Background: an optimization exercise with open tools, aiming at small area and a short achievable clock period. Do not read the settings as production practice. Function was checked by simulation only, so behaviour that the tests miss may differ from the original.

[design.v]
module fa (input a, input b, input c, output s, output co);
    assign s = a ^ b ^ c;
    assign co = (a & b) | (c & (a ^ b));
endmodule
module ha (input a, input b, output s, output co);
    assign s = a ^ b;
    assign co = a & b;
endmodule
module g_inv (input a, output y);
    assign y = ~a;
endmodule
module g_nand2 (input a, input b, output y);
    assign y = ~(a & b);
endmodule
module g_nor2 (input a, input b, output y);
    assign y = ~(a | b);
endmodule
module g_or2 (input a, input b, output y);
    assign y = a | b;
endmodule
module g_and2 (input a, input b, output y);
    assign y = a & b;
endmodule
module g_and2b (input an, input b, output y);
    assign y = ~an & b;
endmodule
module g_nand2b (input an, input b, output y);
    assign y = ~(~an & b);
endmodule
module g_nor2b (input a, input bn, output y);
    assign y = ~(a | ~bn);
endmodule
module g_xor2 (input a, input b, output y);
    assign y = a ^ b;
endmodule
module g_xnor2 (input a, input b, output y);
    assign y = ~(a ^ b);
endmodule
module g_a21oi (input a1, input a2, input b1, output y);
    assign y = ~((a1 & a2) | b1);
endmodule
module g_o21ai (input a1, input a2, input b1, output y);
    assign y = ~((a1 | a2) & b1);
endmodule
module early (input [13:0] s, input [11:0] c, output [13:0] pb);
    wire e1s, e1c, e2s, e2c, e3s, e3c, e4s, e4c, e5s, e5c, e6s, e6c;
    wire e7s, e7c, e8s, e8c, e9s, e9c, e10s, e10c, e11s, e11c, e12s, e12c;
    wire e13, e14, e15, e16, e17, e18, e19, e20, e21, e22, e23, e24;
    wire e25, e26, e27, e28, e29, e30, e31, e32, e33, e34, e35, e36;
    wire e37, e38, e39, e40, e41, e42;
    ha i1 (s[0], c[0], e1s, e1c);
    ha i2 (s[1], c[1], e2s, e2c);
    ha i3 (s[2], c[2], e3s, e3c);
    ha i4 (s[4], c[3], e4s, e4c);
    ha i5 (s[5], c[4], e5s, e5c);
    ha i6 (s[6], c[5], e6s, e6c);
    ha i7 (s[7], c[6], e7s, e7c);
    ha i8 (s[8], c[7], e8s, e8c);
    ha i9 (s[9], c[8], e9s, e9c);
    ha i10 (s[10], c[9], e10s, e10c);
    ha i11 (s[11], c[10], e11s, e11c);
    ha i12 (s[12], c[11], e12s, e12c);
    g_a21oi i13 (e2s, e1c, e2c, e13);
    g_nand2 i14 (s[3], e3c, e14);
    g_nand2 i15 (s[3], e3s, e15);
    g_a21oi i16 (e5s, e4c, e5c, e16);
    g_nand2 i17 (e5s, e4s, e17);
    g_a21oi i18 (e7s, e6c, e7c, e18);
    g_nand2 i19 (e7s, e6s, e19);
    g_a21oi i20 (e9s, e8c, e9c, e20);
    g_nand2 i21 (e9s, e8s, e21);
    g_a21oi i22 (e11s, e10c, e11c, e22);
    g_nand2 i23 (e11s, e10s, e23);
    g_o21ai i24 (e15, e13, e14, e24);
    g_o21ai i25 (e19, e16, e18, e25);
    g_nor2 i26 (e19, e17, e26);
    g_o21ai i27 (e23, e20, e22, e27);
    g_nor2 i28 (e23, e21, e28);
    g_a21oi i29 (e26, e24, e25, e29);
    g_inv i30 (e29, e30);
    g_a21oi i31 (e28, e30, e27, e31);
    g_inv i32 (e24, e32);
    g_o21ai i33 (e17, e32, e16, e33);
    g_o21ai i34 (e21, e29, e20, e34);
    g_inv i35 (e13, e35);
    g_a21oi i36 (e3s, e35, e3c, e36);
    g_a21oi i37 (e4s, e24, e4c, e37);
    g_a21oi i38 (e6s, e33, e6c, e38);
    g_a21oi i39 (e8s, e30, e8c, e39);
    g_a21oi i40 (e10s, e34, e10c, e40);
    g_inv i41 (e31, e41);
    g_a21oi i42 (e12s, e41, e12c, e42);
    g_xor2 i43 (e1s, 1'b0, pb[0]);
    g_xor2 i44 (e2s, e1c, pb[1]);
    g_xor2 i45 (e3s, e13, pb[2]);
    g_xor2 i46 (s[3], e36, pb[3]);
    g_xnor2 i47 (e4s, e24, pb[4]);
    g_xor2 i48 (e5s, e37, pb[5]);
    g_xnor2 i49 (e6s, e33, pb[6]);
    g_xnor2 i50 (e7s, e38, pb[7]);
    g_xnor2 i51 (e8s, e29, pb[8]);
    g_xnor2 i52 (e9s, e39, pb[9]);
    g_xnor2 i53 (e10s, e34, pb[10]);
    g_xor2 i54 (e11s, e40, pb[11]);
    g_xor2 i55 (e12s, e31, pb[12]);
    g_xor2 i56 (s[13], e42, pb[13]);
endmodule
module late (input [13:0] pb, input [6:0] xr, output [13:0] y);
    wire w1, w2, w3, w4, w5, w6, w7, w8, w9, w10, w11, w12;
    wire w13, w14, w15, w16, w17, w18, w19, w20, w21, w22, w23, w24;
    wire w25, w26, w27, w28, w29, w30, w31, w32, w33, w34, w35, w36;
    wire w37, w38, w39, w40, w41, w42, w43, w44, w45, w46, w47, w48;
    wire w49, w50, w51, w52, w53, w54, w55, w56, w57, w58, w59, w60;
    wire w61, w62, w63, w64, w65, w66, w67, w68, w69, w70, w71, w72;
    wire w73, w74, w75, w76, w77, w78, w79, w80, w81, w82, w83, w84;
    wire w85, w86, w87, w88, w89, w90, w91, w92, w93, w94, w95, w96;
    wire w97, w98, w99, w100, w101, w102, w103, w104, w105, w106, w107, w108;
    wire w109, w110, w111, w112, w113, w114, w115, w116, w117, w118, w119, w120;
    wire w121;
    g_xnor2 i1 (xr[2], xr[0], w1);
    g_xnor2 i2 (pb[2], w1, w2);
    g_nand2 i3 (xr[2], xr[0], w3);
    g_o21ai i4 (pb[2], w1, w3, w4);
    g_xnor2 i5 (xr[3], xr[1], w5);
    g_xor2 i6 (pb[3], w5, w6);
    g_nand2 i7 (xr[3], xr[1], w7);
    g_o21ai i8 (pb[3], w5, w7, w8);
    g_xnor2 i9 (xr[4], xr[2], w9);
    g_xor2 i10 (pb[4], w9, w10);
    g_nand2 i11 (xr[4], xr[2], w11);
    g_o21ai i12 (pb[4], w9, w11, w12);
    g_xnor2 i13 (xr[5], xr[3], w13);
    g_xor2 i14 (pb[5], w13, w14);
    g_nand2 i15 (xr[5], xr[3], w15);
    g_o21ai i16 (pb[5], w13, w15, w16);
    g_xor2 i17 (xr[6], xr[4], w17);
    g_xor2 i18 (pb[6], w17, w18);
    g_nand2b i19 (xr[6], xr[4], w19);
    g_o21ai i20 (pb[6], w17, w19, w20);
    g_xor2 i21 (pb[7], xr[5], w21);
    g_xnor2 i22 (pb[8], xr[6], w22);
    g_and2 i23 (pb[7], xr[5], w23);
    g_and2b i24 (xr[6], pb[8], w24);
    g_nand2 i25 (pb[0], xr[0], w25);
    g_nor2 i26 (pb[0], xr[0], w26);
    g_xor2 i27 (pb[0], xr[0], w27);
    g_nand2 i28 (pb[1], xr[1], w28);
    g_nor2 i29 (pb[1], xr[1], w29);
    g_xor2 i30 (pb[1], xr[1], w30);
    g_nand2 i31 (w6, w4, w31);
    g_nor2 i32 (w6, w4, w32);
    g_xor2 i33 (w6, w4, w33);
    g_nand2 i34 (w10, w8, w34);
    g_nor2 i35 (w10, w8, w35);
    g_xor2 i36 (w10, w8, w36);
    g_nand2 i37 (w14, w12, w37);
    g_nor2 i38 (w14, w12, w38);
    g_xor2 i39 (w14, w12, w39);
    g_nand2 i40 (w18, w16, w40);
    g_nor2 i41 (w18, w16, w41);
    g_xor2 i42 (w18, w16, w42);
    g_nand2 i43 (w21, w20, w43);
    g_nor2 i44 (w21, w20, w44);
    g_xor2 i45 (w21, w20, w45);
    g_nand2 i46 (w22, w23, w46);
    g_nor2 i47 (w22, w23, w47);
    g_xor2 i48 (w22, w23, w48);
    g_nand2 i49 (pb[9], w24, w49);
    g_nor2 i50 (pb[9], w24, w50);
    g_xor2 i51 (pb[9], w24, w51);
    g_o21ai i52 (w29, w25, w28, w52);
    g_nor2 i53 (w2, w28, w53);
    g_nor2 i54 (w2, w29, w54);
    g_nor2 i55 (w32, w2, w55);
    g_o21ai i56 (w35, w31, w34, w56);
    g_nor2 i57 (w35, w32, w57);
    g_o21ai i58 (w38, w34, w37, w58);
    g_nor2 i59 (w38, w35, w59);
    g_o21ai i60 (w41, w37, w40, w60);
    g_nor2 i61 (w41, w38, w61);
    g_o21ai i62 (w44, w40, w43, w62);
    g_nor2 i63 (w44, w41, w63);
    g_o21ai i64 (w47, w43, w46, w64);
    g_nor2 i65 (w47, w44, w65);
    g_o21ai i66 (w50, w46, w49, w66);
    g_nor2 i67 (w50, w47, w67);
    g_nand2 i68 (pb[10], w49, w68);
    g_nand2 i69 (pb[11], pb[10], w69);
    g_nand2 i70 (pb[12], pb[11], w70);
    g_nor2 i71 (pb[13], pb[12], w71);
    g_inv i72 (w25, w72);
    g_a21oi i73 (w54, w72, w53, w73);
    g_inv i74 (w31, w74);
    g_a21oi i75 (w55, w52, w74, w75);
    g_a21oi i76 (w57, w53, w56, w76);
    g_nand2 i77 (w57, w54, w77);
    g_a21oi i78 (w59, w74, w58, w78);
    g_nand2 i79 (w59, w55, w79);
    g_a21oi i80 (w61, w56, w60, w80);
    g_nand2 i81 (w61, w57, w81);
    g_a21oi i82 (w63, w58, w62, w82);
    g_nand2 i83 (w63, w59, w83);
    g_a21oi i84 (w65, w60, w64, w84);
    g_nand2 i85 (w65, w61, w85);
    g_a21oi i86 (w67, w62, w66, w86);
    g_nand2 i87 (w67, w63, w87);
    g_inv i88 (w50, w88);
    g_a21oi i89 (w88, w64, w68, w89);
    g_nand2b i90 (w50, w65, w90);
    g_nor2 i91 (w69, w66, w91);
    g_nor2 i92 (w70, w68, w92);
    g_inv i93 (pb[13], w93);
    g_a21oi i94 (w93, w69, w71, w94);
    g_o21ai i95 (w77, w25, w76, w95);
    g_inv i96 (w52, w96);
    g_o21ai i97 (w79, w96, w78, w97);
    g_o21ai i98 (w81, w73, w80, w98);
    g_o21ai i99 (w83, w75, w82, w99);
    g_o21ai i100 (w85, w76, w84, w100);
    g_nor2 i101 (w85, w77, w101);
    g_o21ai i102 (w87, w78, w86, w102);
    g_nor2 i103 (w87, w79, w103);
    g_o21ai i104 (w90, w80, w89, w104);
    g_nor2 i105 (w90, w81, w105);
    g_inv i106 (w67, w106);
    g_o21ai i107 (w106, w82, w91, w107);
    g_nand2b i108 (w83, w67, w108);
    g_o21ai i109 (w50, w84, w92, w109);
    g_nor2 i110 (w50, w85, w110);
    g_o21ai i111 (pb[13], w86, w94, w111);
    g_nor2 i112 (pb[13], w87, w112);
    g_a21oi i113 (w101, w72, w100, w113);
    g_a21oi i114 (w103, w52, w102, w114);
    g_inv i115 (w73, w115);
    g_a21oi i116 (w105, w115, w104, w116);
    g_inv i117 (w108, w117);
    g_inv i118 (w75, w118);
    g_a21oi i119 (w117, w118, w107, w119);
    g_a21oi i120 (w110, w95, w109, w120);
    g_a21oi i121 (w112, w97, w111, w121);
    g_xor2 i122 (w27, 1'b0, y[0]);
    g_xnor2 i123 (w30, w25, y[1]);
    g_xnor2 i124 (w2, w52, y[2]);
    g_xnor2 i125 (w33, w73, y[3]);
    g_xnor2 i126 (w36, w75, y[4]);
    g_xor2 i127 (w39, w95, y[5]);
    g_xor2 i128 (w42, w97, y[6]);
    g_xor2 i129 (w45, w98, y[7]);
    g_xor2 i130 (w48, w99, y[8]);
    g_xnor2 i131 (w51, w113, y[9]);
    g_xnor2 i132 (pb[10], w114, y[10]);
    g_xnor2 i133 (pb[11], w116, y[11]);
    g_xnor2 i134 (pb[12], w119, y[12]);
    g_xor2 i135 (pb[13], w120, y[13]);
endmodule
module top #(parameter m = 7) (
    input clk,
    input signed [m-1:0] noise_in,
    output reg signed [2*m-1:0] filter_out
);
    reg [6:0] d0, d1, d2, d3, d4, d5, d6, d7;
    reg [21:0] r2;
    reg [13:0] s1;
    reg [11:0] c1;
    wire n1, n2, n3, n4, n5, n6, n7, n8, n9, n10, n11, n12;
    wire n13, n14, n15, n16, n17, n18, n19, n20, n21, n22, n23, n24;
    wire n25, n26, n27, n28, n29, n30, n31, n32, n33, n34, n35, n36;
    wire n37, n38, n39, n40, n41, n42, n43, n44, n45, n46, n47, n48;
    wire n49, n50, n51, n52, n53, n54, n55, n56, n57, n58, n59, n60;
    wire n61, n62, n63, n64, n65, n66, n67, n68, n69, n70, n71, n72;
    wire n73, n74, n75, n76, n77, n78, n79, n80, n81, n82, n83, n84;
    wire n85, n86, n87, n88, n89, n90, n91, n92, n93, n94, n95, n96;
    wire n97, n98, n99, n100, n101, n102, n103, n104, n105, n106, n107, n108;
    wire n109, n110, n111, n112, n113, n114, n115, n116, n117, n118, n119, n120;
    wire n121, n122, n123, n124, n125, n126, n127, n128, n129, n130, n131, n132;
    wire n133, n134, n135, n136, n137, n138, n139, n140, n141, n142, n143, n144;
    wire n145, n146, n147, n148, n149, n150, n151, n152, n153, n154, n155, n156;
    wire n157, n158, n159, n160, n161, n162, n163, n164, n165, n166, n167, n168;
    wire n169, n170, n171, n172, n173, n174, n175, n176, n177, n178, n179, n180;
    wire n181, n182, n183, n184, n185, n186, n187, n188, n189, n190, n191, n192;
    wire n193, n194, n195, n196, n197, n198, n199, n200, n201, n202, n203, n204;
    wire n205, n206, n207, n208, n209, n210, n211, n212, n213, n214, n215, n216;
    wire n217, n218, n219, n220, n221, n222, n223, n224, n225, n226, n227, n228;
    wire n229, n230, n231, n232, n233, n234, n235, n236, n237, n238, n239, n240;
    wire n241, n242, n243, n244, n245, n246, n247, n248, n249, n250, n251, n252;
    wire n253, n254, n255, n256;
    fa u1 (d3[0], ~d4[0], d5[0], n1, n2);
    fa u2 (d2[0], d3[1], ~d4[1], n3, n4);
    fa u3 (d5[0], d5[1], d7[1], n5, n6);
    fa u4 (d2[1], d3[2], ~d4[2], n7, n8);
    fa u5 (d5[1], d5[2], d7[0], n9, n10);
    fa u6 (d2[2], d3[3], ~d4[3], n11, n12);
    fa u7 (d5[0], d5[2], d5[3], n13, n14);
    fa u8 (d6[0], d7[1], d7[3], n15, n16);
    fa u9 (d2[0], d2[3], d3[0], n17, n18);
    fa u10 (d3[4], d4[0], ~d4[4], n19, n20);
    fa u11 (d5[1], d5[3], d5[4], n21, n22);
    fa u12 (d6[1], d7[2], d7[4], n23, n24);
    fa u13 (d2[1], d2[4], d3[1], n25, n26);
    fa u14 (d3[5], d4[1], ~d4[5], n27, n28);
    fa u15 (d5[2], d5[4], d5[5], n29, n30);
    fa u16 (d6[2], d7[3], d7[5], n31, n32);
    fa u17 (d2[2], d2[5], d3[2], n33, n34);
    fa u18 (d3[6], d4[2], ~d4[6], n35, n36);
    fa u19 (d5[3], d5[5], d5[6], n37, n38);
    fa u20 (d6[3], d7[4], d7[6], n39, n40);
    fa u21 (d2[3], d2[6], d3[3], n41, n42);
    fa u22 (d4[3], d5[4], d5[6], n43, n44);
    fa u23 (d2[4], d3[4], d4[4], n45, n46);
    fa u24 (d5[5], d6[5], d7[6], n47, n48);
    fa u25 (d2[5], d3[5], d4[5], n49, n50);
    fa u26 (d2[6], d3[6], d4[6], n51, n52);
    fa u27 (d7[2], n4, n6, n53, n54);
    fa u28 (n12, n14, n16, n55, n56);
    fa u29 (n18, n20, n22, n57, n58);
    fa u30 (n26, n28, n30, n59, n60);
    fa u31 (d6[4], d7[5], n34, n61, n62);
    fa u32 (n36, n38, n40, n63, n64);
    fa u33 (d5[6], d6[6], n46, n65, n66);
    fa u34 (n2, n3, n5, n67, n68);
    fa u35 (n8, n10, n11, n69, n70);
    fa u36 (n17, n19, n21, n71, n72);
    fa u37 (n24, n25, n27, n73, n74);
    fa u38 (n32, n33, n35, n75, n76);
    fa u39 (n42, n44, n45, n77, n78);
    fa u40 (n13, n15, n54, n79, n80);
    fa u41 (n29, n31, n56, n81, n82);
    fa u42 (n37, n39, n58, n83, n84);
    fa u43 (n41, n43, n60, n85, n86);
    fa u44 (n47, n62, n64, n87, n88);
    fa u45 (n50, n51, n66, n89, n90);
    fa u46 (n7, n9, n53, n91, n92);
    fa u47 (n23, n55, n70, n93, n94);
    fa u48 (n61, n63, n76, n95, n96);
    fa u49 (n48, n49, n65, n97, n98);
    fa u50 (n57, n72, n73, n99, n100);
    fa u51 (n59, n74, n75, n101, n102);
    fa u52 (n69, n79, n92, n103, n104);
    fa u53 (n77, n86, n87, n105, n106);
    fa u54 (n82, n83, n100, n107, n108);
    fa u55 (n84, n85, n102, n109, n110);
    fa u56 (n71, n80, n93, n111, n112);
    fa u57 (n78, n88, n97, n113, n114);
    fa u58 (n81, n94, n99, n115, n116);
    fa u59 (n96, n105, n110, n117, n118);
    fa u60 (n89, n98, n114, n119, n120);
    fa u61 (n101, n107, n116, n121, n122);
    fa u62 (n95, n108, n109, n123, n124);
    fa u63 (r2[6], r2[7], d0[1], n125, n126);
    ha u64 (d0[3], d0[4], n127, n128);
    fa u65 (r2[8], r2[9], d0[2], n129, n130);
    fa u66 (d0[4], d0[5], d1[1], n131, n132);
    ha u67 (~d1[5], d2[1], n133, n134);
    fa u68 (r2[10], d0[3], d0[5], n135, n136);
    fa u69 (d0[6], d1[2], ~d1[6], n137, n138);
    ha u70 (d2[2], d2[6], n139, n140);
    fa u71 (r2[11], r2[12], d0[4], n141, n142);
    fa u72 (d0[6], d1[3], d2[3], n143, n144);
    ha u73 (r2[13], r2[14], n145, n146);
    fa u74 (r2[15], r2[16], r2[17], n147, n148);
    ha u75 (r2[0], r2[1], n149, n150);
    fa u76 (r2[2], d0[0], d0[1], n151, n152);
    ha u77 (~d1[1], d2[1], n153, n154);
    fa u78 (r2[3], r2[4], d0[1], n155, n156);
    fa u79 (d0[2], ~d1[2], d2[2], n157, n158);
    fa u80 (r2[5], d0[0], d0[2], n159, n160);
    fa u81 (d0[3], ~d1[3], d2[3], n161, n162);
    fa u82 (d1[0], ~d1[4], d2[0], n163, n164);
    fa u83 (d2[4], n127, n125, n165, n166);
    fa u84 (d2[5], n128, n133, n167, n168);
    fa u85 (n126, n129, n131, n169, n170);
    fa u86 (n134, n139, n130, n171, n172);
    fa u87 (n132, n135, n137, n173, n174);
    fa u88 (n140, n136, n138, n175, n176);
    g_xnor2 u89s (n141, n143, n177);
    g_or2 u89c (n141, n143, n178);
    fa u90 (d0[5], d1[4], d2[4], n179, n180);
    fa u91 (n145, n142, n144, n181, n182);
    fa u92 (d0[6], d1[5], d2[5], n183, n184);
    g_xnor2 u93s (n146, n147, n185);
    g_or2 u93c (n146, n147, n186);
    fa u94 (r2[18], d1[6], d2[6], n187, n188);
    ha u95 (d0[0], ~d1[0], n189, n190);
    fa u96 (n150, n153, n151, n191, n192);
    fa u97 (n154, n152, n155, n193, n194);
    fa u98 (n156, n158, n159, n195, n196);
    fa u99 (n160, n162, n163, n197, n198);
    fa u100 (n164, n167, n166, n199, n200);
    fa u101 (n168, n170, n171, n201, n202);
    fa u102 (n172, n174, n175, n203, n204);
    fa u103 (n179, n176, n178, n205, n206);
    fa u104 (n180, n183, n182, n207, n208);
    fa u105 (n184, n148, n187, n209, n210);
    fa u106 (r2[19], r2[20], r2[21], n211, n212);
    ha u107 (d2[0], n149, n213, n214);
    g_xnor2 u108s (n190, n191, n215);
    g_or2 u108c (n190, n191, n216);
    fa u109 (n157, n192, n193, n217, n218);
    fa u110 (n161, n194, n195, n219, n220);
    fa u111 (n196, n165, n197, n221, n222);
    fa u112 (n198, n169, n199, n223, n224);
    fa u113 (n173, n200, n201, n225, n226);
    fa u114 (n177, n202, n203, n227, n228);
    fa u115 (n181, n204, n205, n229, n230);
    fa u116 (n185, n206, n207, n231, n232);
    fa u117 (n186, n209, n208, n233, n234);
    fa u118 (n188, n211, n210, n235, n236);
    fa u119 (n218, n219, noise_in[0], n237, n238);
    fa u120 (n220, n221, noise_in[1], n239, n240);
    fa u121 (n222, noise_in[2], n223, n241, n242);
    fa u122 (n224, noise_in[3], n225, n243, n244);
    fa u123 (n226, noise_in[4], n227, n245, n246);
    fa u124 (n228, noise_in[5], n229, n247, n248);
    fa u125 (n231, n230, ~noise_in[6], n249, n250);
    ha u126 (n232, n233, n251, n252);
    ha u127 (n235, n234, n253, n254);
    ha u128 (n212, n236, n255, n256);
    wire [13:0] pb, y;
    early u_early (s1, c1, pb);
    late u_late (pb, noise_in, y);
    always @(posedge clk) begin
        d0 <= {~noise_in[6], noise_in[5:0]};
        d1 <= d0;
        d2 <= d1;
        d3 <= d2;
        d4 <= d3;
        d5 <= d4;
        d6 <= d5;
        d7 <= d6;
        r2 <= {n120, n90, n52, n119, n118, n113, n106, n124, n117, n123, n122, n121, n115, n112, n111, n104, n103, n91, n68, n67, n1, d7[0]};
        s1 <= {n256, n254, n252, n250, n248, n246, n244, n242, n240, n238, n237, n216, n214, n189};
        c1 <= {n255, n253, n251, n249, n247, n245, n243, n241, n239, n217, n215, n213};
        filter_out <= y;
    end
endmodule
[flow/run.sh]
#!/bin/bash
# The standard ORFS layout with these changes:
# * the port buffers are buf_4 cells instead of the delay buffer that
#   buffer_ports picks by default (about half a nanosecond on every input);
# * from clock-tree synthesis on, the standard repair_timing steps aim for
#   6.95 ns of setup slack, resizing and swapping pins only, so that the few
#   paths from the input port get larger gates; the constraints (10 ns clock,
#   2 ns input and output delays) are unchanged;
# * clock-tree synthesis inserts no dummy loads (cells that only add load to
#   balance the tree: about 200 um2 of this small design's area);
# * after floorplanning, logic cells that synthesis gave a drive strength
#   above 1 are set back to drive 1 (flow/downsize.tcl); repair upsizes them
#   again where needed.
set -euo pipefail
export BUFFER_PORTS_ARGS="-buffer_cell sky130_fd_sc_hd__buf_4"
export CTS_ARGS="-sink_clustering_enable -repair_clock_nets -buf_list sky130_fd_sc_hd__clkbuf_4 -dont_use_dummy_load"
bash standard.sh floorplan > standard_floorplan.log 2>&1
ODB=orfs/results/sky130hd/top/base/2_floorplan.odb openroad -no_init -exit flow/downsize.tcl > downsize.log 2>&1
bash standard.sh place > standard_place.log 2>&1
export SETUP_SLACK_MARGIN=6.95
export SETUP_MOVE_SEQUENCE=sizeup,swap,split
bash standard.sh finish > standard_finish.log 2>&1
[flow/downsize.tcl]
# After floorplanning: every logic cell that synthesis mapped to a drive
# strength above 1 becomes the drive-1 cell of the same function; the later
# repair steps upsize again wherever slew, load or timing call for it.
set odb $::env(ODB)
read_db $odb
set db [ord::get_db]
set n 0
foreach inst [[ord::get_db_block] getInsts] {
  set m [[$inst getMaster] getName]
  if {[regexp {^(sky130_fd_sc_hd__(a21oi|o21ai|nor2b|nand2b|nor2|nand2|xor2|xnor2|inv|a21o|o21a|and2|or2|and2b))_([2-9]|1[0-9])$} $m -> base]} {
    set small [$db findMaster ${base}_1]
    if {$small ne "NULL" && $small ne ""} {
      if {[$inst swapMaster $small]} { incr n }
    }
  }
}
puts "downsized $n cells"
write_db $odb
[standard.sh]
#!/bin/bash
# synth_recipe.tcl (not shown) runs the flow's synth.tcl, then flattens the netlist and writes it again
# the make line also repeats each setting of config.mk as NAME=value (left out here)
make -C /OpenROAD-flow-scripts/flow DESIGN_CONFIG=/design/flow/config.mk WORK_HOME=/design/flow/orfs CLKGATE_MAP_FILE= SYNTH_SCRIPT=/design/flow/synth_recipe.tcl "${@:-finish}"
[config.mk]
export PLATFORM = sky130hd
export DESIGN_NAME = top
export DESIGN_NICKNAME = top
export VERILOG_FILES = /design/flow/design.v
export SDC_FILE = /design/flow/constraint.sdc
export NUM_CORES = 4
export LEC_CHECK = 0
export CAP_MARGIN = 20
export CORE_MARGIN = 2
export CORE_UTILIZATION = 60
export CTS_BUF_LIST = sky130_fd_sc_hd__clkbuf_4
export SLEW_MARGIN = 20
export SYNTH_HIERARCHICAL = 1
[constraint.sdc]
create_clock -name core_clock -period 10.0 [get_ports {clk}]
set_input_delay 2.0000 -clock core_clock [delete_from_list [all_inputs] [get_ports {clk}]]
set_output_delay 2.0000 -clock core_clock [all_outputs]
set_load 0.01 [all_outputs]
==> impl_metrics.ini, run 1 <==
[logic_synthesis]
synth_fp_nets = 595
synth_area_um2 = 6120
ys_seq_area_frac = 0.386
synth.avg_cell_area_um2 = 13.6
distinct_cell_type_count_of_the_synthesized_netlist = 15
synthTopCellsByArea = sky130_fd_sc_hd__dfxtp_1, sky130_fd_sc_hd__fa_1, sky130_fd_sc_hd__ha_1
yosysTopAreaCellShare = 0.386
synth-seq-cells = 118
synth_top_area_cell = sky130_fd_sc_hd__dfxtp_1
post_synthesis_cells = 450
yosys_warns = 7

[sta]
timing.setup.tns_ps = 0
rsz0062_at_grt = yes
period_share = 0.304
setup-violations-final = 0
drv_slew = 0
clock_skew_ps = 33.5
fmax_mhz = 328
timing.final.hold_violations = 0
worst_slack_ps = 6960
finalWorstPathRequiredPeriod_ps = 3040

[clock_tree]
cts.repair_timing.setup_buffer_count = 0
tritoncts_clock_tree = yes
ctsHoldBuffers = 0
clk_path_buf_depth = 2
clock_latency_ps = 500
cts_root_buf = sky130_fd_sc_hd__clkbuf_4
total_clock_buffers_created_by_cts = 17
cts.htree.levels = 4
clock_net_sink_count = 118
clk_pin_slew_ps = 80

[global_routing]
vias_in_the_first_global_route = 3505
wire_length_of_the_first_global_routing_pass_um = 17200
globalRouteTotalUtil = 0.213
maximum_number_of_pins_on_one_net_before_global_route_repair = 17
antenna_found_initial = 0
globalRouteOverflowTotal = 0

[worst_hold_path]
hold_path_startpoint = d7[0]
hold_end = r2[0]
holdPathStages = 0
min-delay-path-class = flop to flop

[finish]
layout-drive-gt1-share = 0.178
n_antenna_cell = 0
syn2layout_area_growth_pct = 9.88
multi_input_area_um2 = 3800
finish.net_count = 635
seq_area_um2 = 2370
fillers = 748
postLayoutCoreUtil = 0.685

[drt]
drt_pre_antenna_iters = 4
drc = 0
via_count = 3152
routed_via_density = 5.08
route.detailed.wl_per_inst_um = 16.6
drtAntennaViolNets = 0
wirelength_um = 10300
detailedRoute.firstIterationViolations = 63

[die]
floorplan.die_area_um2 = 11000
num_rows = 36
initial_core_util = 0.623
core_area_um2 = 9820
dieHeight_um = 105
die_x_um = 105
io_pins = 22

[worst_setup_path]
r2r_end = c1[5]
critical_path_required_ps = 10380
critical_path_class = primary input to flop
worst-r2r-cell-count = 5
worst_r2r_startpoint = d2[6]
crit_path_start_kind = primary input
reg2reg_slack_ps = 7080
timing.critical_path.fanout_max = 6
cp-end-kind = flop
cp_data_arrival_time_ps = 3420

[placement]
port-buffer-count = 21
gpl.final_weighted_congestion = 0.909
pre_cts_slack_ps = 6360
place_hpwl_um = 8340

[run]
cap_violations = 0

[run_status]
status = no timing/DRC/antenna violations
-- through the flow --
| stage | hold WS, ps | instance area (µm²) | std cells |
|---|---|---|---|
| after CTS | 382 | 6480 | 621 |
| final | 376 | 6720 | 621 |
| after global placement | 363 | 6330 | 604 |
| after floorplan | 349 | 6120 | 450 |
| after global routing | 390 | 6720 | 621 |
| after detailed placement | 368 | 6330 | 604 |
-- layout by cell type (no fill, tap or decap), drive strengths merged, types with 21 or more instances in the layout --
cell and instances:
nand2 28, nor2 25, xor2 29, fa 114, dfxtp 118, a21oi 27
inv 27, o21ai 26, buf 21, ha 23, xnor2 23
-- synth_stat cells --
| cell type | count |
|---|---|
| sky130_fd_sc_hd__ha_1 | 23 |
| sky130_fd_sc_hd__and2_1 | 1 |
| sky130_fd_sc_hd__inv_1 | 27 |
| sky130_fd_sc_hd__conb_1 | 2 |
| sky130_fd_sc_hd__xnor2_1 | 23 |
| sky130_fd_sc_hd__xor2_1 | 29 |
| sky130_fd_sc_hd__nand2_1 | 28 |
| sky130_fd_sc_hd__nor2_1 | 25 |
| sky130_fd_sc_hd__fa_1 | 114 |
| sky130_fd_sc_hd__nor2b_4 | 1 |
| sky130_fd_sc_hd__or2_1 | 3 |
| sky130_fd_sc_hd__o21ai_1 | 26 |
| sky130_fd_sc_hd__nand2b_1 | 3 |
| sky130_fd_sc_hd__a21oi_2 | 27 |
| sky130_fd_sc_hd__dfxtp_1 | 118 |
-- flip-flops by register name, summed over array words and instances, names as in the netlist --
signal and cells:
d4 7, filter_out 14, d2 7, c1 12, d7 7, s1 14
r2 22, d1 7, d5 7, d3 7, d6 7, d0 7
-- worst max-delay path, stage by stage --
cell	delay, ps
sky130_fd_sc_hd__buf_4	160
sky130_fd_sc_hd__xnor2_4	190
sky130_fd_sc_hd__xor2_2	270
sky130_fd_sc_hd__nand2_1	150
sky130_fd_sc_hd__o21ai_2	190
sky130_fd_sc_hd__a21oi_1	100
sky130_fd_sc_hd__o21ai_1	160
sky130_fd_sc_hd__a21oi_1	70
sky130_fd_sc_hd__xnor2_1	120
-- Yosys stat by module, one instance, submodules excluded, excerpt --
module,flip-flops and latches,area [µm²],times used,cells inside
g_xor2,0,8.76,29,1
g_o21ai,0,5.00,26,1
g_xnor2,0,8.76,23,1
g_a21oi,0,8.76,27,1
g_and2b,0,13.8,1,1
early,0,3.75,1,1
-- cells by family (layout without fill, tap and decap cells) --
| family | count (synthesis) | count (layout) | share of synthesized area |
|---|---|---|---|
| other | 2 | 2 | 0.00123 |
| XOR/XNOR | 52 | 52 | 0.0744 |
| flip-flops | 118 | 118 | 0.386 |
| buffers and inverters | 27 | 65 | 0.0166 |
| adder cells (fa/ha/maj) | 137 | 137 | 0.420 |
| AND/OR/NAND/NOR | 61 | 61 | 0.0419 |
| AO/OA/AOI/OAI | 53 | 53 | 0.0599 |
-- per-layer routing --
layer | wire length, µm | global-route usage | vias to the layer above
li1 | - | - | 1488
met5 | 0 | 0 | -
met2 | 5430 | 0.367 | 49
met3 | 294 | 0.0655 | 20
met1 | 4360 | 0.256 | 1595
met4 | 220 | 0.0705 | 0
-- worst max-delay path by stage --
stage,start,end,slack (ps),cells after the start
finish,noise_in[2],filter_out[12],6960,9
CTS,d2[4],r2[10],6950,5
global placement,noise_in[1],filter_out[13],6420,9
detailed placement,noise_in[2],filter_out[13],6360,9
global route,noise_in[2],filter_out[12],6900,9
floorplan,noise_in[2],filter_out[13],6630,8
-- area by class of cell --
cell class,count,area share
well taps,133,0.0247
multi-input cells,305,0.565
inverters,27,0.0151
flip-flops and latches,118,0.353
clock buffers,17,0.0190
repair buffers,21,0.0240
-- what timing repair did --
action,CTS,global route
pin swaps,0,12
endpoints found under the setup margin,3,15
gates resized for setup,5,53
==> run 2, diff against run 1 <==
--- a/flow/run.sh
+++ b/flow/run.sh
@@ -18,5 +18,5 @@
 ODB=orfs/results/sky130hd/top/base/2_floorplan.odb openroad -no_init -exit flow/downsize.tcl > downsize.log 2>&1
 bash standard.sh place > standard_place.log 2>&1
 export SETUP_SLACK_MARGIN=6.95
-export SETUP_MOVE_SEQUENCE=sizeup,swap,split
+export SETUP_MOVE_SEQUENCE=sizeup,swap,buffer,clone,split
 bash standard.sh finish > standard_finish.log 2>&1
==> impl_metrics.ini, run 2 <==
[finish]
syn2layout_area_growth_pct = 9.67
multi_input_area_um2 = 3750
fillers = 762
number_of_flip_flops_in_the_largest_register = 22
fin_area_um2 = 6710
seq_area_um2 = 2370
finish.net_count = 640
largest_registers = r2 x22, filter_out x14, s1 x14
mostFrequentLayoutCells = sky130_fd_sc_hd__fa_1, sky130_fd_sc_hd__dfxtp_1, sky130_fd_sc_hd__inv_1, sky130_fd_sc_hd__nand2_1
n_antenna_cell = 0
layout-drive-gt1-share = 0.174
postLayoutCoreUtil = 0.683
fin_cells = 626
layout.cells.most_common = sky130_fd_sc_hd__fa_1
largest_register = r2

[worst_hold_path]
min-delay-path-class = flop to flop

[sta]
rsz0062_at_grt = yes
clock_skew_ps = 33.5
timing.final.hold_violations = 0
setup-violations-final = 0
drv_slew = 0
fmax_mhz = 326
fin_worst_hold_slack_ps = 376
period_share = 0.307
finalWorstPathRequiredPeriod_ps = 3070
timing.setup.tns_ps = 0
worst_slack_ps = 6930

[global_routing]
global_route.peak_usage_layer = met2
grt.met2_usage = 0.367
globalRouteTotalUtil = 0.213
vias_in_the_first_global_route = 3504
globalRouteOverflowTotal = 0
met3_demand_to_capacity_share_in_global_routing = 0.0655
antenna_found_initial = 0
grtUsageMet1 = 0.256
wire_length_of_the_first_global_routing_pass_um = 17200
maximum_number_of_pins_on_one_net_before_global_route_repair = 17

[logic_synthesis]
post_synth_most_frequent_cells = sky130_fd_sc_hd__dfxtp_1, sky130_fd_sc_hd__fa_1, sky130_fd_sc_hd__xor2_1, sky130_fd_sc_hd__nand2_1
synthTopCellsByArea = sky130_fd_sc_hd__dfxtp_1, sky130_fd_sc_hd__fa_1, sky130_fd_sc_hd__ha_1
yosys.area_share.adder = 0.420
dominantRegCellSynth = sky130_fd_sc_hd__dfxtp_1
main_combinational_cell_family_by_area_after_synthesis = adder cells
ys_seq_area_frac = 0.386
synth.avg_cell_area_um2 = 13.6
post_synthesis_cells = 450
synthesized_area_fraction_occupied_by_and_or_nand_nor_cells = 0.0419
distinct_cell_type_count_of_the_synthesized_netlist = 15
post_synth_xor_area_fraction = 0.0744
synth_fp_nets = 595
synth-seq-cells = 118
synth_edf_count = 0
synth.mux.area_fraction = 0
synth_top_area_cell = sky130_fd_sc_hd__dfxtp_1
synth_async_sr_flop_share = 0
synth_area_um2 = 6120
yosys_warns = 7
compound_cell_area_share_of_the_yosys_netlist = 0.0599
yosysTopAreaCellShare = 0.386
synth.most_common_cell = sky130_fd_sc_hd__dfxtp_1

[clock_tree]
clock_latency_ps = 500
clock_net_sink_count = 118
ctsHoldBuffers = 0
clk_pin_slew_ps = 80
tritoncts_clock_tree = yes
clk_path_buf_depth = 2
cts_root_buf = sky130_fd_sc_hd__clkbuf_4
total_clock_buffers_created_by_cts = 17
cts.htree.levels = 4

[drt]
route.detailed.wl_per_inst_um = 16.6
wirelength_um = 10400
drc = 0
drtAntennaViolNets = 0
via_count = 3193
routed_via_density = 5.10
drt_pre_antenna_iters = 4
detailedRoute.firstIterationViolations = 71

[worst_setup_path]
cp-end-kind = flop
crit_path_start_kind = primary input
reg2reg_slack_ps = 7090
critical_path_required_ps = 10370
timing.critical_path.fanout_max = 6
cp_data_arrival_time_ps = 3440
critical_path_class = primary input to flop

[die]
die_x_um = 105
floorplan.die_area_um2 = 11000
dieHeight_um = 105
num_rows = 36
initial_core_util = 0.623
io_pins = 22
core_area_um2 = 9820

[placement]
placed_cells_incl_taps = 604
pre_cts_slack_ps = 6360
gpl.final_weighted_congestion = 0.909
instance_area_at_placement_um2 = 6330
port-buffer-count = 21
place_hpwl_um = 8340

[run]
cap_violations = 0

[run_status]
status = no timing/DRC/antenna violations
==> run 2: cell counts after synthesis <==
No cell type changed its count.
==> run 2: repair_timing <==
action,in CTS,in global routing
endpoints found under the setup margin,3,15
gates resized for setup,4,45
pin swaps,0,14
setup buffers,1,4
==> run 2: worst paths after layout <==
path               startpoint  cells after the start        endpoint
setup / recovery  noise_in[2]                      9  filter_out[11]
hold / removal          d7[0]                      0           r2[0]
setup reg to reg        d4[4]                      6          r2[10]
hold reg to reg         d7[0]                      0           r2[0]
==> run 2: cell type report <==
type | count | area share
multi-input combinational | 305 | 0.558
tap | 133 | 0.0248
clock buffer | 17 | 0.0190
sequential | 118 | 0.353
inverter | 27 | 0.0151
timing repair buffer | 26 | 0.0296
==> run 2: cells by family (layout without fill, tap and decap cells) <==
group | count (synthesis) | count (layout)
simple gates | 61 | 61
fa+ha+maj | 137 | 137
xor+xnor | 52 | 52
buf+inv | 27 | 70
compound gates | 53 | 53
flops | 118 | 118
other cells | 2 | 2
==> run 2: critical path, cell delays in order <==
cell and delay (ps):
sky130_fd_sc_hd__buf_4 160, sky130_fd_sc_hd__xnor2_4 140, sky130_fd_sc_hd__xor2_2 200, sky130_fd_sc_hd__nor2_2 280
sky130_fd_sc_hd__o21ai_2 110, sky130_fd_sc_hd__a21oi_1 190, sky130_fd_sc_hd__o21ai_1 110, sky130_fd_sc_hd__a21oi_2 160
sky130_fd_sc_hd__xnor2_1 90
==> run 2: layer usage <==
layer | wire length [µm] | share of wire
met1 | 4340 | 0.42
met4 | 207 | 0.020
met5 | 0 | 0
met2 | 5520 | 0.53
met3 | 295 | 0.028
==> run 2: per-module statistics from Yosys (local to each module, per instance), a selection <==
module	cells inside	area [µm²]	times used	flops+latches
g_nand2b	1	6.26	3	0
g_and2	1	6.26	1	0
g_nand2	1	3.75	28	0
g_inv	1	3.75	12	0
g_and2b	1	13.8	1	0
early	1	3.75	1	0
g_o21ai	1	5.00	26	0
g_xnor2	1	8.76	23	0
g_nor2	1	3.75	25	0
fa	1	20.0	114	0
g_xor2	1	8.76	29	0
g_a21oi	1	8.76	27	0
top	133	2420	1	118
==> run 3, diff against run 2 <==
--- a/design.v
+++ b/design.v
@@ -116,7 +116,7 @@
     wire w85, w86, w87, w88, w89, w90, w91, w92, w93, w94, w95, w96;
     wire w97, w98, w99, w100, w101, w102, w103, w104, w105, w106, w107, w108;
     wire w109, w110, w111, w112, w113, w114, w115, w116, w117, w118, w119, w120;
-    wire w121;
+    wire w121, w122, w123, w124, w125;
     g_xnor2 i1 (xr[2], xr[0], w1);
     g_xnor2 i2 (pb[2], w1, w2);
     g_nand2 i3 (xr[2], xr[0], w3);
@@ -149,109 +149,113 @@
     g_xor2 i30 (pb[1], xr[1], w30);
     g_nand2 i31 (w6, w4, w31);
     g_nor2 i32 (w6, w4, w32);
-    g_xor2 i33 (w6, w4, w33);
-    g_nand2 i34 (w10, w8, w34);
-    g_nor2 i35 (w10, w8, w35);
-    g_xor2 i36 (w10, w8, w36);
-    g_nand2 i37 (w14, w12, w37);
-    g_nor2 i38 (w14, w12, w38);
-    g_xor2 i39 (w14, w12, w39);
-    g_nand2 i40 (w18, w16, w40);
-    g_nor2 i41 (w18, w16, w41);
-    g_xor2 i42 (w18, w16, w42);
-    g_nand2 i43 (w21, w20, w43);
-    g_nor2 i44 (w21, w20, w44);
-    g_xor2 i45 (w21, w20, w45);
-    g_nand2 i46 (w22, w23, w46);
-    g_nor2 i47 (w22, w23, w47);
-    g_xor2 i48 (w22, w23, w48);
-    g_nand2 i49 (pb[9], w24, w49);
-    g_nor2 i50 (pb[9], w24, w50);
-    g_xor2 i51 (pb[9], w24, w51);
-    g_o21ai i52 (w29, w25, w28, w52);
-    g_nor2 i53 (w2, w28, w53);
-    g_nor2 i54 (w2, w29, w54);
-    g_nor2 i55 (w32, w2, w55);
-    g_o21ai i56 (w35, w31, w34, w56);
-    g_nor2 i57 (w35, w32, w57);
-    g_o21ai i58 (w38, w34, w37, w58);
-    g_nor2 i59 (w38, w35, w59);
-    g_o21ai i60 (w41, w37, w40, w60);
-    g_nor2 i61 (w41, w38, w61);
-    g_o21ai i62 (w44, w40, w43, w62);
-    g_nor2 i63 (w44, w41, w63);
-    g_o21ai i64 (w47, w43, w46, w64);
-    g_nor2 i65 (w47, w44, w65);
-    g_o21ai i66 (w50, w46, w49, w66);
-    g_nor2 i67 (w50, w47, w67);
-    g_nand2 i68 (pb[10], w49, w68);
-    g_nand2 i69 (pb[11], pb[10], w69);
-    g_nand2 i70 (pb[12], pb[11], w70);
-    g_nor2 i71 (pb[13], pb[12], w71);
-    g_inv i72 (w25, w72);
-    g_a21oi i73 (w54, w72, w53, w73);
-    g_inv i74 (w31, w74);
-    g_a21oi i75 (w55, w52, w74, w75);
-    g_a21oi i76 (w57, w53, w56, w76);
-    g_nand2 i77 (w57, w54, w77);
-    g_a21oi i78 (w59, w74, w58, w78);
-    g_nand2 i79 (w59, w55, w79);
-    g_a21oi i80 (w61, w56, w60, w80);
-    g_nand2 i81 (w61, w57, w81);
-    g_a21oi i82 (w63, w58, w62, w82);
+    g_xnor2 i33 (pb[3], w4, w33);
+    g_xnor2 i34 (w33, w5, w34);
+    g_nand2 i35 (w10, w8, w35);
+    g_nor2 i36 (w10, w8, w36);
+    g_xnor2 i37 (pb[4], w8, w37);
+    g_xnor2 i38 (w37, w9, w38);
+    g_nand2 i39 (w14, w12, w39);
+    g_nor2 i40 (w14, w12, w40);
+    g_xnor2 i41 (pb[5], w12, w41);
+    g_xnor2 i42 (w41, w13, w42);
+    g_nand2 i43 (w18, w16, w43);
+    g_nor2 i44 (w18, w16, w44);
+    g_xnor2 i45 (pb[6], w16, w45);
+    g_xnor2 i46 (w45, w17, w46);
+    g_nand2 i47 (w21, w20, w47);
+    g_nor2 i48 (w21, w20, w48);
+    g_xor2 i49 (w21, w20, w49);
+    g_nand2 i50 (w22, w23, w50);
+    g_nor2 i51 (w22, w23, w51);
+    g_xor2 i52 (w22, w23, w52);
+    g_nand2 i53 (pb[9], w24, w53);
+    g_nor2 i54 (pb[9], w24, w54);
+    g_xor2 i55 (pb[9], w24, w55);
+    g_o21ai i56 (w29, w25, w28, w56);
+    g_nor2 i57 (w2, w28, w57);
+    g_nor2 i58 (w2, w29, w58);
+    g_nor2 i59 (w32, w2, w59);
+    g_o21ai i60 (w36, w31, w35, w60);
+    g_nor2 i61 (w36, w32, w61);
+    g_o21ai i62 (w40, w35, w39, w62);
+    g_nor2 i63 (w40, w36, w63);
+    g_o21ai i64 (w44, w39, w43, w64);
+    g_nor2 i65 (w44, w40, w65);
+    g_o21ai i66 (w48, w43, w47, w66);
+    g_nor2 i67 (w48, w44, w67);
+    g_o21ai i68 (w51, w47, w50, w68);
+    g_nor2 i69 (w51, w48, w69);
+    g_o21ai i70 (w54, w50, w53, w70);
+    g_nor2 i71 (w54, w51, w71);
+    g_nand2 i72 (pb[10], w53, w72);
+    g_nand2 i73 (pb[11], pb[10], w73);
+    g_nand2 i74 (pb[12], pb[11], w74);
+    g_nor2 i75 (pb[13], pb[12], w75);
+    g_inv i76 (w25, w76);
+    g_a21oi i77 (w58, w76, w57, w77);
+    g_inv i78 (w31, w78);
+    g_a21oi i79 (w59, w56, w78, w79);
+    g_a21oi i80 (w61, w57, w60, w80);
+    g_nand2 i81 (w61, w58, w81);
+    g_a21oi i82 (w63, w78, w62, w82);
     g_nand2 i83 (w63, w59, w83);
     g_a21oi i84 (w65, w60, w64, w84);
     g_nand2 i85 (w65, w61, w85);
     g_a21oi i86 (w67, w62, w66, w86);
     g_nand2 i87 (w67, w63, w87);
-    g_inv i88 (w50, w88);
-    g_a21oi i89 (w88, w64, w68, w89);
-    g_nand2b i90 (w50, w65, w90);
-    g_nor2 i91 (w69, w66, w91);
-    g_nor2 i92 (w70, w68, w92);
-    g_inv i93 (pb[13], w93);
-    g_a21oi i94 (w93, w69, w71, w94);
-    g_o21ai i95 (w77, w25, w76, w95);
-    g_inv i96 (w52, w96);
-    g_o21ai i97 (w79, w96, w78, w97);
-    g_o21ai i98 (w81, w73, w80, w98);
-    g_o21ai i99 (w83, w75, w82, w99);
-    g_o21ai i100 (w85, w76, w84, w100);
-    g_nor2 i101 (w85, w77, w101);
-    g_o21ai i102 (w87, w78, w86, w102);
-    g_nor2 i103 (w87, w79, w103);
-    g_o21ai i104 (w90, w80, w89, w104);
-    g_nor2 i105 (w90, w81, w105);
-    g_inv i106 (w67, w106);
-    g_o21ai i107 (w106, w82, w91, w107);
-    g_nand2b i108 (w83, w67, w108);
-    g_o21ai i109 (w50, w84, w92, w109);
-    g_nor2 i110 (w50, w85, w110);
-    g_o21ai i111 (pb[13], w86, w94, w111);
-    g_nor2 i112 (pb[13], w87, w112);
-    g_a21oi i113 (w101, w72, w100, w113);
-    g_a21oi i114 (w103, w52, w102, w114);
-    g_inv i115 (w73, w115);
-    g_a21oi i116 (w105, w115, w104, w116);
-    g_inv i117 (w108, w117);
-    g_inv i118 (w75, w118);
-    g_a21oi i119 (w117, w118, w107, w119);
-    g_a21oi i120 (w110, w95, w109, w120);
-    g_a21oi i121 (w112, w97, w111, w121);
-    g_xor2 i122 (w27, 1'b0, y[0]);
-    g_xnor2 i123 (w30, w25, y[1]);
-    g_xnor2 i124 (w2, w52, y[2]);
-    g_xnor2 i125 (w33, w73, y[3]);
-    g_xnor2 i126 (w36, w75, y[4]);
-    g_xor2 i127 (w39, w95, y[5]);
-    g_xor2 i128 (w42, w97, y[6]);
-    g_xor2 i129 (w45, w98, y[7]);
-    g_xor2 i130 (w48, w99, y[8]);
-    g_xnor2 i131 (w51, w113, y[9]);
-    g_xnor2 i132 (pb[10], w114, y[10]);
-    g_xnor2 i133 (pb[11], w116, y[11]);
-    g_xnor2 i134 (pb[12], w119, y[12]);
-    g_xor2 i135 (pb[13], w120, y[13]);
+    g_a21oi i88 (w69, w64, w68, w88);
+    g_nand2 i89 (w69, w65, w89);
+    g_a21oi i90 (w71, w66, w70, w90);
+    g_nand2 i91 (w71, w67, w91);
+    g_inv i92 (w54, w92);
+    g_a21oi i93 (w92, w68, w72, w93);
+    g_nand2b i94 (w54, w69, w94);
+    g_nor2 i95 (w73, w70, w95);
+    g_nor2 i96 (w74, w72, w96);
+    g_inv i97 (pb[13], w97);
+    g_a21oi i98 (w97, w73, w75, w98);
+    g_o21ai i99 (w81, w25, w80, w99);
+    g_inv i100 (w56, w100);
+    g_o21ai i101 (w83, w100, w82, w101);
+    g_o21ai i102 (w85, w77, w84, w102);
+    g_o21ai i103 (w87, w79, w86, w103);
+    g_o21ai i104 (w89, w80, w88, w104);
+    g_nor2 i105 (w89, w81, w105);
+    g_o21ai i106 (w91, w82, w90, w106);
+    g_nor2 i107 (w91, w83, w107);
+    g_o21ai i108 (w94, w84, w93, w108);
+    g_nor2 i109 (w94, w85, w109);
+    g_inv i110 (w71, w110);
+    g_o21ai i111 (w110, w86, w95, w111);
+    g_nand2b i112 (w87, w71, w112);
+    g_o21ai i113 (w54, w88, w96, w113);
+    g_nor2 i114 (w54, w89, w114);
+    g_o21ai i115 (pb[13], w90, w98, w115);
+    g_nor2 i116 (pb[13], w91, w116);
+    g_a21oi i117 (w105, w76, w104, w117);
+    g_a21oi i118 (w107, w56, w106, w118);
+    g_inv i119 (w77, w119);
+    g_a21oi i120 (w109, w119, w108, w120);
+    g_inv i121 (w112, w121);
+    g_inv i122 (w79, w122);
+    g_a21oi i123 (w121, w122, w111, w123);
+    g_a21oi i124 (w114, w99, w113, w124);
+    g_a21oi i125 (w116, w101, w115, w125);
+    g_xor2 i126 (w27, 1'b0, y[0]);
+    g_xnor2 i127 (w30, w25, y[1]);
+    g_xnor2 i128 (w2, w56, y[2]);
+    g_xnor2 i129 (w34, w77, y[3]);
+    g_xnor2 i130 (w38, w79, y[4]);
+    g_xor2 i131 (w42, w99, y[5]);
+    g_xor2 i132 (w46, w101, y[6]);
+    g_xor2 i133 (w49, w102, y[7]);
+    g_xor2 i134 (w52, w103, y[8]);
+    g_xnor2 i135 (w55, w117, y[9]);
+    g_xnor2 i136 (pb[10], w118, y[10]);
+    g_xnor2 i137 (pb[11], w120, y[11]);
+    g_xnor2 i138 (pb[12], w123, y[12]);
+    g_xor2 i139 (pb[13], w124, y[13]);
 endmodule
 module top #(parameter m = 7) (
     input clk,
--- a/flow/run.sh
+++ b/flow/run.sh
@@ -3,7 +3,7 @@
 # * the port buffers are buf_4 cells instead of the delay buffer that
 #   buffer_ports picks by default (about half a nanosecond on every input);
 # * from clock-tree synthesis on, the standard repair_timing steps aim for
-#   6.95 ns of setup slack, resizing and swapping pins only, so that the few
+#   7.0 ns of setup slack, resizing and swapping pins only, so that the few
 #   paths from the input port get larger gates; the constraints (10 ns clock,
 #   2 ns input and output delays) are unchanged;
 # * clock-tree synthesis inserts no dummy loads (cells that only add load to
@@ -17,6 +17,6 @@
 bash standard.sh floorplan > standard_floorplan.log 2>&1
 ODB=orfs/results/sky130hd/top/base/2_floorplan.odb openroad -no_init -exit flow/downsize.tcl > downsize.log 2>&1
 bash standard.sh place > standard_place.log 2>&1
-export SETUP_SLACK_MARGIN=6.95
-export SETUP_MOVE_SEQUENCE=sizeup,swap,buffer,clone,split
+export SETUP_SLACK_MARGIN=7.0
+export SETUP_MOVE_SEQUENCE=sizeup,swap
 bash standard.sh finish > standard_finish.log 2>&1
==> impl_metrics.ini, run 3 <==
[drt]
wirelength_um = 10800
drt_pre_antenna_iters = 4
drtAntennaViolNets = 0
via_count = 3230
route.detailed.wl_per_inst_um = 17.3
detailedRoute.firstIterationViolations = 60
drc = 0
routed_via_density = 5.17

[clock_tree]
clk_pin_slew_ps = 90
total_clock_buffers_created_by_cts = 17
tritoncts_clock_tree = yes
clock_net_sink_count = 118
cts.htree.levels = 4
cts_root_buf = sky130_fd_sc_hd__clkbuf_4
clk_path_buf_depth = 2
cts.repair_timing.setup_buffer_count = 0
ctsHoldBuffers = 0
clock_latency_ps = 500

[finish]
fin_area_um2 = 6920
finish.net_count = 639
n_antenna_cell = 0
layout-drive-gt1-share = 0.215
number_of_flip_flops_in_the_largest_register = 22
largest_registers = r2 x22, filter_out x14, s1 x14
layout.cells.most_common = sky130_fd_sc_hd__fa_1
largest_register = r2
syn2layout_area_growth_pct = 12.5
mostFrequentLayoutCells = sky130_fd_sc_hd__fa_1, sky130_fd_sc_hd__dfxtp_1, sky130_fd_sc_hd__inv_1

[sta]
clock_skew_ps = 40.4
finalWorstPathRequiredPeriod_ps = 3050
max_slew_margin = 0.600
setup-violations-final = 0
rsz0062_at_grt = yes
timing.setup.tns_ps = 0
period_share = 0.305
drv_slew = 0
fmax_mhz = 328
worst-slew-pin-transition_ps = 598
timing.final.hold_violations = 0

[global_routing]
globalRouteOverflowTotal = 0
maximum_number_of_pins_on_one_net_before_global_route_repair = 17
globalRouteTotalUtil = 0.217
wire_length_of_the_first_global_routing_pass_um = 17900
antenna_found_initial = 0
vias_in_the_first_global_route = 3699

[worst_setup_path]
cp_data_arrival_time_ps = 3420
crit_path_start_kind = primary input
cp-end-kind = flop
critical_path_class = primary input to flop
path_delay_family = XOR/XNOR gates
timing.critical_path.fanout_max = 6
reg2reg_slack_ps = 7090
worst_path_max_delay_cell = sky130_fd_sc_hd__xor2_2
critical-path-max-stage-delay_ps = 280
critical_path_required_ps = 10380
worst_path_most_repeated_cell = sky130_fd_sc_hd__a21oi_1
critical_path_buf_inv_count = 1
crit_path_cell_trace = buf_4, xnor2_4, xor2_2, nand2_2, o21ai_2, a21oi_1, o21ai_1, a21oi_1, xnor2_1

[run_status]
status = no timing/DRC/antenna violations

[placement]
instance_area_at_placement_um2 = 6370
gpl.final_weighted_congestion = 0.845
place_hpwl_um = 8670
port-buffer-count = 21

[logic_synthesis]
synth_fp_nets = 599
synth_area_um2 = 6150
synth.most_common_cell = sky130_fd_sc_hd__dfxtp_1
synth_edf_count = 0
ys_seq_area_frac = 0.384
synth.avg_cell_area_um2 = 13.6
yosysTopAreaCellShare = 0.384
synth_top_area_cell = sky130_fd_sc_hd__dfxtp_1
dominantRegCellSynth = sky130_fd_sc_hd__dfxtp_1
post_synthesis_cells = 454
post_synth_most_frequent_cells = sky130_fd_sc_hd__dfxtp_1, sky130_fd_sc_hd__fa_1, sky130_fd_sc_hd__xnor2_1, sky130_fd_sc_hd__nand2_1
yosys_warns = 7
synth-seq-cells = 118
distinct_cell_type_count_of_the_synthesized_netlist = 15
synth_async_sr_flop_share = 0
synthTopCellsByArea = sky130_fd_sc_hd__dfxtp_1, sky130_fd_sc_hd__fa_1, sky130_fd_sc_hd__ha_1

[die]
io_pins = 22
num_rows = 36
dieHeight_um = 105
initial_core_util = 0.624
die_x_um = 105
floorplan.die_area_um2 = 11100
core_area_um2 = 9860

[run]
cap_violations = 0

[worst_hold_path]
min-delay-path-class = flop to flop
## run 3: cell types whose count changed in the layout (fill, tap and decap cells not counted), sizes merged
cell,change
buf,-5
xor2,-4
xnor2,+8
## run 3: worst register-to-register path, cell delays in order, from the launching register on
cell	delay, ps
sky130_fd_sc_hd__dfxtp_2	470
sky130_fd_sc_hd__fa_1	480
sky130_fd_sc_hd__fa_1	470
sky130_fd_sc_hd__fa_1	440
sky130_fd_sc_hd__fa_1	520
sky130_fd_sc_hd__fa_1	410
## run 3: timing repair
| action | CTS | global route |
|---|---|---|
| pin swaps | 3 | 19 |
| gates resized for setup | 25 | 72 |
| cloned | 0 | 0 |
| setup endpoints to repair | 13 | 19 |
## run 3: cell families after synthesis
| group | after synthesis | share of synthesized area |
|---|---|---|
| DFF | 118 | 0.384 |
| adders and majority gates | 137 | 0.418 |
| xor gates and xnor gates | 56 | 0.0797 |
| buffers and inverters | 27 | 0.0165 |
| and+or+nand+nor | 61 | 0.0417 |
| AOI/OAI and AO/OA | 53 | 0.0596 |
| other | 2 | 0.00122 |
## run 3: final timing paths
check	start	endpoint	depth (start not counted)
setup / recovery	noise_in[2]	filter_out[10]	9
hold / removal	d6[4]	d7[4]	0
setup reg to reg	d2[3]	r2[10]	5
hold reg to reg	d6[4]	d7[4]	0
## run 3: routing by layer
metal | vias to the layer above | routed length, µm | track usage
met5 | - | 0 | 0
met2 | 71 | 5700 | 0.376
met1 | 1628 | 4370 | 0.261
met4 | 0 | 308 | 0.0743
met3 | 30 | 416 | 0.0612
li1 | 1501 | - | -
## run 3: through the flow
step / hold slack, ps / worst slack, ps / util / instances
floorplan: 349 / 6630 / - / 454
global placement: 362 / 6310 / 0.646 / 608
detailed placement: 369 / 6270 / 0.646 / 608
CTS: 375 / 7000 / 0.670 / 625
global route: 383 / 6890 / 0.702 / 625
finish: 370 / 6950 / 0.702 / 625
## run 3: layout make-up
class                      instances  area (µm²)
multi-input combinational        309        3940
inverter                          27         101
sequential                       118        2380
fill                             683        2940
timing repair buffer              21         205
clock buffer                      17         128
tap                              133         166
## run 3: per-module statistics from Yosys (local to each module, per instance)
| module | flip-flops and latches | times used | cells inside |
|---|---|---|---|
| early | 0 | 1 | 1 |
| fa | 0 | 114 | 1 |
| g_a21oi | 0 | 27 | 1 |
| g_and2 | 0 | 1 | 1 |
| g_and2b | 0 | 1 | 1 |
| g_inv | 0 | 12 | 1 |
| g_nand2 | 0 | 28 | 1 |
| g_nand2b | 0 | 3 | 1 |
| g_nor2 | 0 | 25 | 1 |
| g_o21ai | 0 | 26 | 1 |
| g_or2 | 0 | 3 | 1 |
| g_xnor2 | 0 | 31 | 1 |
| g_xor2 | 0 | 25 | 1 |
| ha | 0 | 23 | 1 |
| late | 0 | 1 | 1 |
| top | 118 | 1 | 133 |
==> run 4, diff against run 3 <==
--- a/flow/run.sh
+++ b/flow/run.sh
@@ -3,7 +3,7 @@
 # * the port buffers are buf_4 cells instead of the delay buffer that
 #   buffer_ports picks by default (about half a nanosecond on every input);
 # * from clock-tree synthesis on, the standard repair_timing steps aim for
-#   7.0 ns of setup slack, resizing and swapping pins only, so that the few
+#   6.95 ns of setup slack, resizing and swapping pins only, so that the few
 #   paths from the input port get larger gates; the constraints (10 ns clock,
 #   2 ns input and output delays) are unchanged;
 # * clock-tree synthesis inserts no dummy loads (cells that only add load to
@@ -17,6 +17,6 @@
 bash standard.sh floorplan > standard_floorplan.log 2>&1
 ODB=orfs/results/sky130hd/top/base/2_floorplan.odb openroad -no_init -exit flow/downsize.tcl > downsize.log 2>&1
 bash standard.sh place > standard_place.log 2>&1
-export SETUP_SLACK_MARGIN=7.0
+export SETUP_SLACK_MARGIN=6.95
 export SETUP_MOVE_SEQUENCE=sizeup,swap
 bash standard.sh finish > standard_finish.log 2>&1
==> impl_metrics.ini, run 4 <==
[clock_tree]
cts.htree.levels = 4
total_clock_buffers_created_by_cts = 17
clock_latency_ps = 500
cts_root_buf = sky130_fd_sc_hd__clkbuf_4
ctsHoldBuffers = 0
cts.repair_timing.setup_buffer_count = 0
clock_net_sink_count = 118
tritoncts_clock_tree = yes
clk_path_buf_depth = 2
clk_pin_slew_ps = 90

[logic_synthesis]
yosysTopAreaCellShare = 0.384
dominantRegCellSynth = sky130_fd_sc_hd__dfxtp_1
synth.avg_cell_area_um2 = 13.6
post_synthesis_cells = 454
synthTopCellsByArea = sky130_fd_sc_hd__dfxtp_1, sky130_fd_sc_hd__fa_1, sky130_fd_sc_hd__ha_1
synth_fp_nets = 599
synth_top_area_cell = sky130_fd_sc_hd__dfxtp_1
synth_edf_count = 0
synth_area_um2 = 6150
ys_seq_area_frac = 0.384
synth-seq-cells = 118
synth_async_sr_flop_share = 0
post_synth_most_frequent_cells = sky130_fd_sc_hd__dfxtp_1, sky130_fd_sc_hd__fa_1, sky130_fd_sc_hd__xnor2_1, sky130_fd_sc_hd__nand2_1
yosys_warns = 7
synth.most_common_cell = sky130_fd_sc_hd__dfxtp_1
distinct_cell_type_count_of_the_synthesized_netlist = 15

[global_routing]
vias_in_the_first_global_route = 3684
maximum_number_of_pins_on_one_net_before_global_route_repair = 17
globalRouteOverflowTotal = 0
antenna_found_initial = 0
globalRouteTotalUtil = 0.216
wire_length_of_the_first_global_routing_pass_um = 17800

[finish]
fin_cells = 625
fillers = 713
seq_area_um2 = 2370
postLayoutCoreUtil = 0.679
n_antenna_cell = 0
layout-drive-gt1-share = 0.154
syn2layout_area_growth_pct = 8.90
mostFrequentLayoutCells = sky130_fd_sc_hd__fa_1, sky130_fd_sc_hd__dfxtp_1, sky130_fd_sc_hd__nand2_1
fin_area_um2 = 6700
largest_registers = r2 x22, filter_out x14, s1 x14
largest_register = r2
multi_input_area_um2 = 3780
number_of_flip_flops_in_the_largest_register = 22
finish.net_count = 639

[sta]
period_share = 0.303
worst-slew-pin-transition_ps = 505
max_slew_margin = 0.662
setup-violations-final = 0
worst_slack_ps = 6970
clock_skew_ps = 40.4
fmax_mhz = 330
drv_slew = 0
rsz0062_at_grt = yes
timing.setup.tns_ps = 0
finalWorstPathRequiredPeriod_ps = 3030
fin_worst_hold_slack_ps = 370
timing.final.hold_violations = 0

[worst_hold_path]
hold_end = d7[4]
min-delay-path-class = flop to flop
hold_path_startpoint = d6[4]
holdPathStages = 0

[drt]
via_count = 3173
detailedRoute.firstIterationViolations = 84
route.detailed.wl_per_inst_um = 16.7
top_signal_layer_used = met4
wirelength_um = 10400
wl_met3_um = 420
wl_met1_um = 4290
drtAntennaViolNets = 0
routed_via_density = 5.08
drc = 0
drt_pre_antenna_iters = 4
wl_met2_um = 5510

[die]
num_rows = 36
dieHeight_um = 105
core_area_um2 = 9860
io_pins = 22
die_x_um = 105
initial_core_util = 0.624
floorplan.die_area_um2 = 11100

[worst_setup_path]
timing.critical_path.fanout_max = 6
worst-r2r-cell-count = 5
worst_r2r_startpoint = d2[2]
crit_path_start_kind = primary input
critical_path_class = primary input to flop
cp_data_arrival_time_ps = 3440
critical_path_required_ps = 10410
r2r_end = r2[12]
cp-end-kind = flop
reg2reg_slack_ps = 7050

[placement]
instance_area_at_placement_um2 = 6370
placed_cells_incl_taps = 608
place_hpwl_um = 8670
port-buffer-count = 21
gpl.final_weighted_congestion = 0.845
pre_cts_slack_ps = 6270

[run]
cap_violations = 0

[run_status]
status = no timing/DRC/antenna violations
[run 4: area by class of cell]
| class | instances | area share |
|---|---|---|
| tap | 133 | 0.0248 |
| multi-input combinational | 309 | 0.564 |
| sequential | 118 | 0.353 |
| clock buffer | 17 | 0.0190 |
| timing repair buffer | 21 | 0.0235 |
| inverter | 27 | 0.0151 |
[run 4: cell families after synthesis]
family | share of synthesized area
adders and majority gates | 0.418
DFF | 0.384
and+or+nand+nor | 0.0417
xor gates and xnor gates | 0.0797
AOI/OAI and AO/OA | 0.0596
buffers and inverters | 0.0165
other | 0.00122
[run 4: per-module statistics from Yosys, one instance, submodules excluded, a selection]
module    flops+latches  cells  times used
g_nand2               0      1          28
g_nor2                0      1          25
g_inv                 0      1          12
g_xor2                0      1          25
g_nand2b              0      1           3
g_a21oi               0      1          27
late                  0      1           1
g_or2                 0      1           3
[run 4: metal layers]
| metal | track usage | up-vias |
|---|---|---|
| met1 | 0.258 | 1596 |
| met2 | 0.374 | 59 |
| met4 | 0.0752 | 0 |
| li1 | - | 1500 |
| met5 | 0 | - |
| met3 | 0.0637 | 18 |
[run 4: worst max-delay path by stage]
stage          cells past startpoint        start              to
2_1_floorplan                      8  noise_in[2]  filter_out[13]
3_3_place_gp                       9  noise_in[4]   filter_out[9]
3_5_place_dp                       9  noise_in[4]   filter_out[9]
4_1_cts                            9  noise_in[4]   filter_out[9]
5_1_grt                           15        s1[1]  filter_out[12]
6_report                           9  noise_in[4]   filter_out[9]
[run 4: what timing repair did]
action / CTS / global route
pin swaps: 1 / 3
gates resized for setup: 8 / 34
setup endpoints to repair: 6 / 11
[run 4: worst max-delay path: stages]
cell	delay [ps]
sky130_fd_sc_hd__buf_4	170
sky130_fd_sc_hd__xor2_4	210
sky130_fd_sc_hd__xor2_2	190
sky130_fd_sc_hd__nor2_2	180
sky130_fd_sc_hd__o21ai_2	100
sky130_fd_sc_hd__a21oi_2	160
sky130_fd_sc_hd__o21ai_1	80
sky130_fd_sc_hd__a21oi_1	190
sky130_fd_sc_hd__xnor2_1	150

==> static timing again, ports no longer ideal <==
The flow's constraints put no driver on any port. The routed layouts listed below were extracted and timed again, unchanged, in two steps. Step 1 sets driving cells, clkbuf_16 on the clock port and buf_2 on the other inputs (assumed; they add their load-dependent delay and slew). Step 2 adds t to the input delays and takes it off the output delays; t is the mean of the earliest and latest rising clock arrival at the registers after step 1. Input paths then give back, and output paths get back, about the clock's delay inside the block. Three values: ideal, step 1, step 2; two values: the first two.
run	t, ns	slack for setup (ns)	hold slack, ns
run 1	0.514	6.955 / 6.952 / 6.438	0.376 / 0.376 / 0.376
run 2	0.514	6.930 / 6.939 / 6.426	0.376 / 0.376 / 0.376
run 3	0.514	6.954 / 6.956 / 6.443	0.370 / 0.370 / 0.370
run 4	0.514	6.969 / 6.969 / 6.456	0.370 / 0.370 / 0.370
After both steps setup and hold are still met in every run listed. The setup slack of run 1, which loses most, moves by -0.003 ns with the drivers and by -0.517 ns with both steps.
